Source: an optimization exercise on an open RTL-to-GDS flow (aim: small area and a short achievable clock period). Production flows keep margins and buffers that such runs may drop.
The RTL was checked by simulation tests, not by an equivalence proof against the original design.
Power is estimated from default activity; no workload was simulated.

`flow/config.mk`:
```
export PLATFORM = sky130hd
export DESIGN_NAME = mips_exu
export DESIGN_NICKNAME = mips_exu
export VERILOG_FILES = /design/flow/design.v
export SDC_FILE = /design/flow/constraint.sdc
export NUM_CORES = 4
export LEC_CHECK = 0
export CAP_MARGIN = 20
export CORE_MARGIN = 2
export CORE_UTILIZATION = 40
export SLEW_MARGIN = 20
```
`flow/constraint.sdc`:
```
create_clock -name core_clock -period 14.0 [get_ports {clk}]
set_input_delay 2.8000 -clock core_clock [delete_from_list [all_inputs] [get_ports {clk}]]
set_output_delay 2.8000 -clock core_clock [all_outputs]
set_load 0.01 [all_outputs]
```
`flow/design.v`:
```
module mips_exu (
    input  logic        clk,
    input  logic [31:0] a,
    input  logic [31:0] b,
    input  logic [4:0]  sa,
    input  logic [3:0]  af,
    input  logic        i,
    input  logic [1:0]  sf,
    input  logic [3:0]  bf,
    output logic [31:0] alures,
    output logic        ovfalu,
    output logic [31:0] sures,
    output logic        bcres
);
logic [31:0] a_q, b_q;
logic [4:0]  sa_q;
logic [3:0]  af_q, bf_q;
logic        i_q;
logic [1:0]  sf_q;
always_ff @(posedge clk) begin
    a_q  <= a;
    b_q  <= b;
    sa_q <= sa;
    af_q <= af;
    i_q  <= i;
    sf_q <= sf;
    bf_q <= bf;
end
logic [31:0] alures_d, sures_d;
logic        ovfalu_d, bcres_d;
exu_core #(.N(32)) core (
    .alures(alures_d),
    .ovfalu(ovfalu_d),
    .sures(sures_d),
    .bcres(bcres_d),
    .a(a_q),
    .b(b_q),
    .sa(sa_q),
    .af(af_q),
    .i(i_q),
    .sf(sf_q),
    .bf(bf_q)
);
always_ff @(posedge clk) begin
    alures <= alures_d;
    ovfalu <= ovfalu_d;
    sures  <= sures_d;
    bcres  <= bcres_d;
end
endmodule

module full_adder(
    output logic cout,s,
    input logic a,b,cin
);
assign s = ((a ^ b) ^ cin);
assign cout = (a & b) | (a & cin) | (b & cin);
endmodule
module mux21(
    output logic z,
    input logic a,b,s
);
assign z = (a & ~s) | (b & s);
endmodule
module nmux21 #(parameter N = 32)(
    output logic [N-1:0] z,
    input logic [N-1:0] a,b,
    input logic s
);
genvar i;
generate
  for (i = 0; i < N; i++) begin
    mux21 mux_i(
      .a(a[i]),
      .b(b[i]),
      .s(s),
      .z(z[i])
    );
  end
endgenerate
endmodule
module zero_check #(parameter N = 32)(
    output logic zero, nzero,
    input logic [N-1:0] a
);
assign nzero = |a;
assign zero = ~nzero;
endmodule
module equality_check #(parameter N = 32)(
    output logic eq, neq,
    input logic [N-1:0] a,b
);
logic [N-1:0] tmp;
assign tmp = (a ^ b);
zero_check #(
    .N(N)
)check_xor(
    .a(tmp),
    .zero(eq),
    .nzero(neq)
);
endmodule
module nadder #(parameter N = 32)(
    output logic [N-1:0] s,
    output logic cout,
    input logic [N-1:0] a,b,
    input logic cin
);
logic [N-1:0] carry_internal;
full_adder base_case(
    .a(a[0]),
    .b(b[0]),
    .cin(cin),
    .s(s[0]),
    .cout(carry_internal[0])
);
genvar i;
generate
    for (i = 1; i < N; i++) begin
        full_adder inductive_step(
            .a(a[i]),
            .b(b[i]),
            .cin(carry_internal[i-1]),
            .s(s[i]),
            .cout(carry_internal[i])
        );
    end
endgenerate
assign cout = carry_internal[N-1];
endmodule
module nincrementer #(parameter N=32) (
    output logic [N-1:0] s,
    output logic cout,
    input logic [N-1:0] a,
    input logic cin
);
nadder #(
    .N(N)
) add_inc (
    .a(a),
    .b('0),
    .cin(cin),
    .s(s),
    .cout(cout)
);
endmodule
module au #(parameter N=32) (
    output logic [N-1:0] s,
    output logic ovf, neg,
    input logic [N-1:0] a,b,
    input logic u, sub
);
logic [N-1:0] b_checked;
logic cout;
assign b_checked = (b ^ {N{sub}});
nadder #(
    .N(N)
) add_sub (
    .a(a),
    .b(b_checked),
    .cin(sub),
    .s(s),
    .cout(cout)
);
assign neg = (~u & (a[N-1] ^ b_checked[N-1] ^ cout)) | (u & sub & ~cout);
assign ovf = (~u & ((s[N-1] ^ a[N-1]) & ~(a[N-1] ^ b_checked[N-1])));
endmodule
module logical_unit #(parameter N=32) (
    output logic [N-1:0] res,
    input logic [N-1:0] a,b,
    input logic [1:0] af,
    input logic i
);
logic [N-1:0] a_and_b, a_or_b, a_xor_b, a_nor_b, b_lsbs;
assign a_and_b = (a & b);
assign a_or_b = (a | b);
assign a_xor_b = (a ^ b);
assign a_nor_b = ~a_or_b;
assign b_lsbs = { b[N/2-1:0], { (N/2){1'b0} } };
logic [N-1:0] sel_and_or, sel_nor_lsbs, sel_nor_lsbs_xor;
nmux21 #(.N(N)) g1 (
    .z(sel_and_or),
    .a(a_and_b),
    .b(a_or_b),
    .s(af[0])
);
nmux21 #(.N(N)) g2 (
    .z(sel_nor_lsbs),
    .a(a_nor_b),
    .b(b_lsbs),
    .s(i)
);
nmux21 #(.N(N)) g3 (
    .z(sel_nor_lsbs_xor),
    .a(a_xor_b),
    .b(sel_nor_lsbs),
    .s(af[0])
);
nmux21 #(.N(N)) g4 (
    .z(res),
    .a(sel_and_or),
    .b(sel_nor_lsbs_xor),
    .s(af[1])
);
endmodule
module alu #(parameter N=32) (
    output logic [N-1:0] alures,
    output logic ovfalu,
    input logic [N-1:0] a,b,
    input logic[3:0] af,
    input logic i
);
logic [N-1:0] arith_out;
logic ovf,neg,u,sub;
assign u = af[0];
assign sub = af[1];
au #(.N(N)) arith_ops(
    .s(arith_out),
    .ovf(ovf),
    .neg(neg),
    .a(a),
    .b(b),
    .u(u),
    .sub(sub)
);
logic [N-1:0] logic_out;
logical_unit #(.N(N)) logic_ops(
    .res(logic_out),
    .a(a),
    .b(b),
    .af(af[1:0]),
    .i(i)
);
logic [N-1:0] sel_arith_logic;
nmux21 #(.N(N)) g1 (
    .z(sel_arith_logic),
    .a(arith_out),
    .b(logic_out),
    .s(af[2])
);
logic cmp;
logic [N-1:0] cmp_res;
assign cmp = neg;
assign cmp_res = { {(N-1){1'b0}}, cmp };
nmux21 #(.N(N)) g2 (
    .z(alures),
    .a(sel_arith_logic),
    .b(cmp_res),
    .s(af[3])
);
assign ovfalu = (ovf & (~af[3]) & (~af[2]));
endmodule
module bslc #(
    parameter N=32,
    parameter b=1
    ) (
    output logic [N-1:0] z,
    input logic [N-1:0] a,
    input logic s
);
logic [N-1:0] with_shift;
logic [b-1: 0] a_suf;
logic [N-b-1:0] a_pref;
assign a_pref =  a[N-b-1:0];
assign a_suf = a[N-1:N-b];
assign with_shift = {a_pref, a_suf};
nmux21 #(.N(N)) g1 (
    .z(z),
    .a(a),  
    .b(with_shift),
    .s(s)
);
endmodule
module slc #(parameter N=32) (
    output logic [N-1:0] r,
    input logic [N-1:0] a,
    input logic [$clog2(N)-1:0] b
);
localparam int K = $clog2(N);
logic [N-1:0] shift_res [0:K-1];
bslc #(
    .N(N),
    .b(1)
) shift_0 (
    .z(shift_res[0]),
    .a(a),
    .s(b[0])
);
genvar i;
generate
    for(i=1; i<K; i++) begin
        bslc #(
            .N(N),
            .b(2**i)
        ) shift_i (
            .z(shift_res[i]),
            .a(shift_res[i-1]),
            .s(b[i])
        );
    end
endgenerate
assign r = shift_res[K-1];
endmodule
module srlc #(parameter N=32) (
    output logic [N-1:0] r,
    input logic [N-1:0] a,
    input logic[$clog2(N)-1:0] b,
    input logic f
);
localparam K = $clog2(N);
logic [K-1:0] not_b, neg_b, shift_dist;
assign not_b = ~b;
nincrementer #(
    .N(K)
) convert_to_neg (
    .s(neg_b),
    .cout(),
    .a(not_b),
    .cin('1)
);
nmux21 #(
    .N(K)
) select_b(
    .z(shift_dist),
    .a(b),
    .b(neg_b),
    .s(f)
);
slc #(
    .N(N)
) perform_shift (
    .r(r),
    .a(a),
    .b(shift_dist)
);
endmodule
module su #(parameter N=32) (
    output logic [N-1:0] sures,
    input logic [N-1:0] a,
    input logic [$clog2(N)-1:0] b,
    input logic [1:0] sf
);
localparam K = $clog2(N);
logic [N-1:0] srlc_out;
srlc #(
    .N(N)
) logic_shifts (
    .r(srlc_out),
    .a(a),
    .b(b),
    .f(sf[1])
);
logic [N-1:0] sra_out;
assign sra_out = $signed(a) >>> b;
nmux21 #(
    .N(N)
) select_srlc_sra(
    .z(sures),
    .a(srlc_out),
    .b(sra_out),
    .s(sf[1]&sf[0])
);
endmodule
module bce #(parameter N=32) (
    output logic bcres,
    input logic [N-1:0] a,b,
    input logic [3:0] bf
);
logic [N-1:0] b_or_zero;
logic eq,neq,a_lt_zero,a_lte_zero;
assign a_lt_zero = a[N-1];
assign a_lte_zero = (eq | a_lt_zero);
assign b_or_zero = b & {N{bf[3] & (~bf[2])}};
equality_check #(.N(N)) compare_ab (
    .eq(eq),
    .neq(neq),
    .a(a),
    .b(b_or_zero)
);
assign bcres = (~bf[3] & ~bf[2] & bf[1] & ~bf[0] & a_lt_zero) | (~bf[3] & ~bf[2] & bf[1] & bf[0] & ~a_lt_zero)
    | (bf[3] & ~bf[2] & ~bf[1] & eq) | (bf[3] & ~bf[2] & bf[1] & neq) | (bf[3] & bf[2] & ~bf[1] & a_lte_zero) | (bf[3] & bf[2] & bf[1] & ~a_lte_zero);
endmodule
module exu_core #(parameter N=32) (
    output logic [N-1:0] alures,
    output logic ovfalu,
    output logic [N-1:0] sures,
    output logic bcres,
    input logic [N-1:0] a, b,
    input logic [$clog2(N)-1:0] sa,
    input logic [3:0] af,
    input logic i,
    input logic [1:0] sf,
    input logic [3:0] bf
);
alu #(.N(N)) alu_i (
    .alures(alures),
    .ovfalu(ovfalu),
    .a(a),
    .b(b),
    .af(af),
    .i(i)
);
su #(.N(N)) su_i (
    .sures(sures),
    .a(a),
    .b(sa),
    .sf(sf)
);
bce #(.N(N)) bce_i (
    .bcres(bcres),
    .a(a),
    .b(b),
    .bf(bf)
);
endmodule
```
`flow/run.sh`:
```
#!/bin/bash
# synth_recipe.tcl (not shown) runs the flow's synth.tcl, then flattens the netlist and writes it again
# the make line also repeats each setting of config.mk as NAME=value (left out here)
make -C /OpenROAD-flow-scripts/flow DESIGN_CONFIG=/design/flow/config.mk WORK_HOME=/design/flow/orfs CLKGATE_MAP_FILE= SYNTH_SCRIPT=/design/flow/synth_recipe.tcl finish
```
==> run summary <==
==> layout make-up <==
type                       count  share of cell area (%)
multi-input combinational    845                    55.5
clock buffer                  19                    3.44
timing repair buffer         166                    12.1
inverter                      90                    2.50
sequential                   146                    21.8
tap                          378                    3.50
clock inverter                13                    1.25
==> worst max-delay path, delay by kind of cell, from the launching register on <==
kind,cells,cell delay [ns]
and+or+nand+nor,1,0.12
adders and majority gates,31,12.38
muxes,1,0.23
buffers and inverters,2,0.14
xor gates and xnor gates,1,0.18
DFF,1,0.38
==> stage by stage <==
step	std cells	power, mW	hold WS [ns]
detailed placement	1624	0.963	0.704
global route	1657	1.54	0.752
floorplan	1196	0.784	0.538
finish	1657	1.46	0.707
CTS	1656	1.47	0.713
global placement	1624	0.958	0.693
==> how the worst max path moves through the flow <==
stage	startpoint	to	slack [ns]	depth (start not counted)
after floorplan	af_q[1]	ovfalu	0.04	40
after global placement	b_q[0]	alures[31]	0.19	37
after detailed placement	b_q[0]	ovfalu	0.03	36
after CTS	b_q[1]	ovfalu	0.01	36
after global routing	b_q[0]	ovfalu	0.06	36
final	b_q[0]	ovfalu	0.51	36
==> repair_timing <==
item / 4_1_cts / 5_1_grt
pin swaps: 0 / 1
setup endpoints to repair: 2 / 3
resized for setup: 1 / 11
gates cloned: 0 / 0
==> routing by layer <==
metal / up-vias / track usage (%) / share of wire (%)
met2: 354 / 41.2 / 49
li1: 4318 / - / -
met4: 0 / 11.2 / 4.2
met3: 74 / 4.46 / 6.2
met1: 4448 / 29.3 / 41
met5: - / 0 / 0
==> cell families after synthesis <==
logic type                 synth area share (%)
buffers and inverters                      7.67
and+or+nand+nor                            11.0
xor gates and xnor gates                   3.83
muxes                                      26.7
DFF                                        26.1
AOI/OAI and AO/OA                          11.4
adders and majority gates                  13.3
==> where the power goes <==
| group | total (mW) | internal, mW | leakage (nW) | switching [mW] |
|---|---|---|---|---|
| clock network | 0.504 | 0.299 | 0.310 | 0.205 |
| registers | 0.509 | 0.463 | 1.23 | 0.0459 |
| logic | 0.449 | 0.224 | 4.27 | 0.225 |
| total | 1.46 | 0.986 | 5.81 | 0.477 |
==> layout by cell type (no fill, tap or decap), types with 4 or more instances in the layout <==
master                            count
sky130_fd_sc_hd__a211oi_1            27
sky130_fd_sc_hd__a21oi_1             42
sky130_fd_sc_hd__a31oi_1             25
sky130_fd_sc_hd__a32oi_1              9
sky130_fd_sc_hd__and3_1               6
sky130_fd_sc_hd__buf_4               19
sky130_fd_sc_hd__clkbuf_16           18
sky130_fd_sc_hd__clkdlybuf4s50_1    146
sky130_fd_sc_hd__dfxtp_1            140
sky130_fd_sc_hd__fa_1                25
sky130_fd_sc_hd__fa_2                 7
sky130_fd_sc_hd__ha_1                68
sky130_fd_sc_hd__inv_1               86
sky130_fd_sc_hd__inv_2                4
sky130_fd_sc_hd__inv_6                5
sky130_fd_sc_hd__mux2_2              10
sky130_fd_sc_hd__mux2i_1            165
sky130_fd_sc_hd__mux4_2              53
sky130_fd_sc_hd__nand2_1            121
sky130_fd_sc_hd__nand2b_1             8
sky130_fd_sc_hd__nand4_1             12
sky130_fd_sc_hd__nor2_1              86
sky130_fd_sc_hd__nor2b_1             17
sky130_fd_sc_hd__nor3_1               4
sky130_fd_sc_hd__o211ai_1            16
sky130_fd_sc_hd__o21a_1              10
sky130_fd_sc_hd__o21ai_0             22
sky130_fd_sc_hd__o21ai_1              8
sky130_fd_sc_hd__o32a_1               5
sky130_fd_sc_hd__or4b_1               7
sky130_fd_sc_hd__xnor2_1              7
sky130_fd_sc_hd__xor2_1              39
==> state kept, by name, indices dropped and copies added, names as in the netlist <==
name	flops
alures	32
ovfalu	1
af_q	4
i_q	1
b_q	32
a_q	32
sa_q	5
bf_q	4
sures	32
sf_q	2
bcres	1
==> out/summary.log <==
INFO  status         run_status=finished clean
INFO  timing         timing.clock.skew=0.0169ns
INFO  logic_synthesis synth.most_common_cell=sky130_fd_sc_hd__mux2i_1
INFO  worst_setup_path worstPathArrival=13.86ns
INFO  global_routing antenna_found_initial=0
INFO  global_routing number_of_global_route_vias_before_repair=9046
INFO  clock_tree     total_setup_buffers_inserted_after_cts=0
INFO  clock_tree     cts.sink_count=146
INFO  drt            route.final.wire_length=34800um
INFO  placed_design  io_buffer_count=146
INFO  placed_design  place_area=12800squm
INFO  worst_setup_path critical_path.reg2reg.endpoint=ovfalu
INFO  finish         seqCellArea=2940squm
INFO  hold_path      worst_hold_path.num_cells=2
INFO  global_routing grt_pass1_wl=52900um
INFO  finish         area_growth=20.5%
INFO  worst_setup_path worst_ep_required=14.37ns
INFO  drt            routed_length_per_instance=21.0um
INFO  clock_tree     clock_path_buffers=2
INFO  timing         max_freq=74.1MHz
INFO  logic_synthesis post_synth_main_area_contributors=sky130_fd_sc_hd__dfxtp_1, sky130_fd_sc_hd__mux2i_1, sky130_fd_sc_hd__mux4_2, sky130_fd_sc_hd__ha_1, sky130_fd_sc_hd__fa_1
INFO  die            pin_count=147
INFO  clock_tree     total_clock_buffers_created_by_cts=17
INFO  worst_setup_path slowest_delay=0.47ns
INFO  worst_setup_path slowest_stage=sky130_fd_sc_hd__fa_1
INFO  logic_synthesis post_synthesis_instance_total=1196
INFO  drt            dr.first_iter.drc_count=803
INFO  timing         finalCritPeriodShare=96.4%
INFO  logic_synthesis yosysUniqueCellTypes=58
INFO  drt            detailedRoute.firstPassIterationCount=5
INFO  logic_synthesis synth_enable_flop_cells=0
INFO  clock_tree     cts_htree_levels=4
INFO  timing         final_hold_vio_count=0
INFO  finish         fin_nets=1447
INFO  timing         worst_slew_margin_rel=28.0%
INFO  die            starting_density_of_the_core=40.4%
INFO  global_routing maximum_number_of_pins_on_one_net_before_global_route_repair=66
INFO  clock_tree     holdBufCountCts=0
INFO  drt            route.antenna.remaining_nets=0
INFO  logic_synthesis synth_top_area_share=26.1%
INFO  finish         finalCoreUtilization=48.7%
INFO  timing         layout_min_cycle_time=13.49ns
INFO  hold_path      min-delay-start=af_q[3]
INFO  worst_setup_path timing.reg2reg.setup_slack=0.51ns
INFO  placed_design  place_ws=0.0290ns
INFO  worst_setup_path cp-end-kind=flop
INFO  worst_setup_path worstReg2RegStart=b_q[0]
INFO  timing         finalSetupTns=0ns
INFO  worst_setup_path crit_path_start_kind=flop
INFO  logic_synthesis async_reset_ff_share=0%
INFO  timing         rsz0062_at_grt=false
INFO  logic_synthesis synthFlopType=sky130_fd_sc_hd__dfxtp_1
INFO  clock_tree     clk_latency_worst_skew_pair=0.44ns
INFO  timing         setup_viol=0
INFO  worst_setup_path worst-path-max-fanout=5
INFO  die            die_area=29400squm
INFO  finish         n_antenna_cell=0
INFO  drt            remaining_routing_drc_violations=0
INFO  placed_design  dp.final_hpwl=25800um
INFO  finish         filler_cell_count=2629
INFO  logic_synthesis synthesis.area=11200squm
INFO  hold_path      hold_class=reg -> reg
INFO  global_routing groute.usage.overall=24.1%
INFO  hold_path      min_delay_worst_endpoint=alures[27]
INFO  worst_setup_path critical_path.most_common_cell=sky130_fd_sc_hd__fa_1
INFO  logic_synthesis synth.top_cells.by_count=sky130_fd_sc_hd__mux2i_1, sky130_fd_sc_hd__dfxtp_1, sky130_fd_sc_hd__nand2_1
INFO  placed_design  finalWeightedCongestion=0.887
INFO  worst_setup_path worst-setup-path-type=reg -> reg
INFO  logic_synthesis synth.largest_area_cell=sky130_fd_sc_hd__dfxtp_1
INFO  job            cap_viol_max_count=0
INFO  die            placement_rows=61
INFO  logic_synthesis post_synthesis_net_count=1377
INFO  power          worst_ir_drop_vdd=0.0639mV
INFO  power          power_density=108nW/um^2
INFO  logic_synthesis synth.yosys.seq_area_share=26.1%
INFO  timing         timing_worst_slew_pin_value=1.08ns
INFO  die            floorplan.die.height=171um
INFO  finish         drive_above_1_share=10.9%
INFO  logic_synthesis post_synth.cell_area_avg=9.37squm
INFO  clock_tree     ctsRootBufferMaster=sky130_fd_sc_hd__clkbuf_16
INFO  die            design.core.area=27700squm
INFO  timing         timing_max_transition_violations_final=0
INFO  drt            detailroute.via_count=9194
INFO  worst_setup_path reg2reg_depth=36
INFO  global_routing gr-total-overflow=0
INFO  logic_synthesis yosysWarnings=3
INFO  clock_tree     cts_tree=done
INFO  logic_synthesis yosys_register_bits=146
INFO  power          leakagePower=5.81nW
INFO  finish         area_used_by_multi_input_combinational_logic=7490squm
INFO  finish         final_area=13500squm
INFO  die            die-width=171um
INFO  clock_tree     clkSlewWorstSetupHoldPaths=0.07ns
INFO  timing         setup_slack=0.507ns
INFO  drt            avgViaCountPerCell=5.55

==> static timing again, ports no longer ideal <==
In the flow no input, the clock included, has a driving cell. The finished layout below was timed again as built, in two steps.
Step 1: set_driving_cell puts a clkbuf_16 on clk and a buf_2 on each other input, an assumption about the parent block.
Step 2 also shifts input and output timing later by t, the mid clock arrival at the registers, as if the neighbouring blocks saw the same clock.
Slacks: ideal / step 1 / step 2; pairs: ideal / step 1.
t (ns): 0.483
slack for setup (ns): 0.507 / 0.507 / 0.507
hold slack, ns: 0.707 / 0.707 / 0.707
latest minus earliest clock arrival (ns): 0.017 / 0.017
worst data-port slew with drivers (ns): 0.05
After both steps this run still meets setup and hold. The setup slack of this run moves by 0.000 ns with the drivers and by 0.000 ns with both steps.
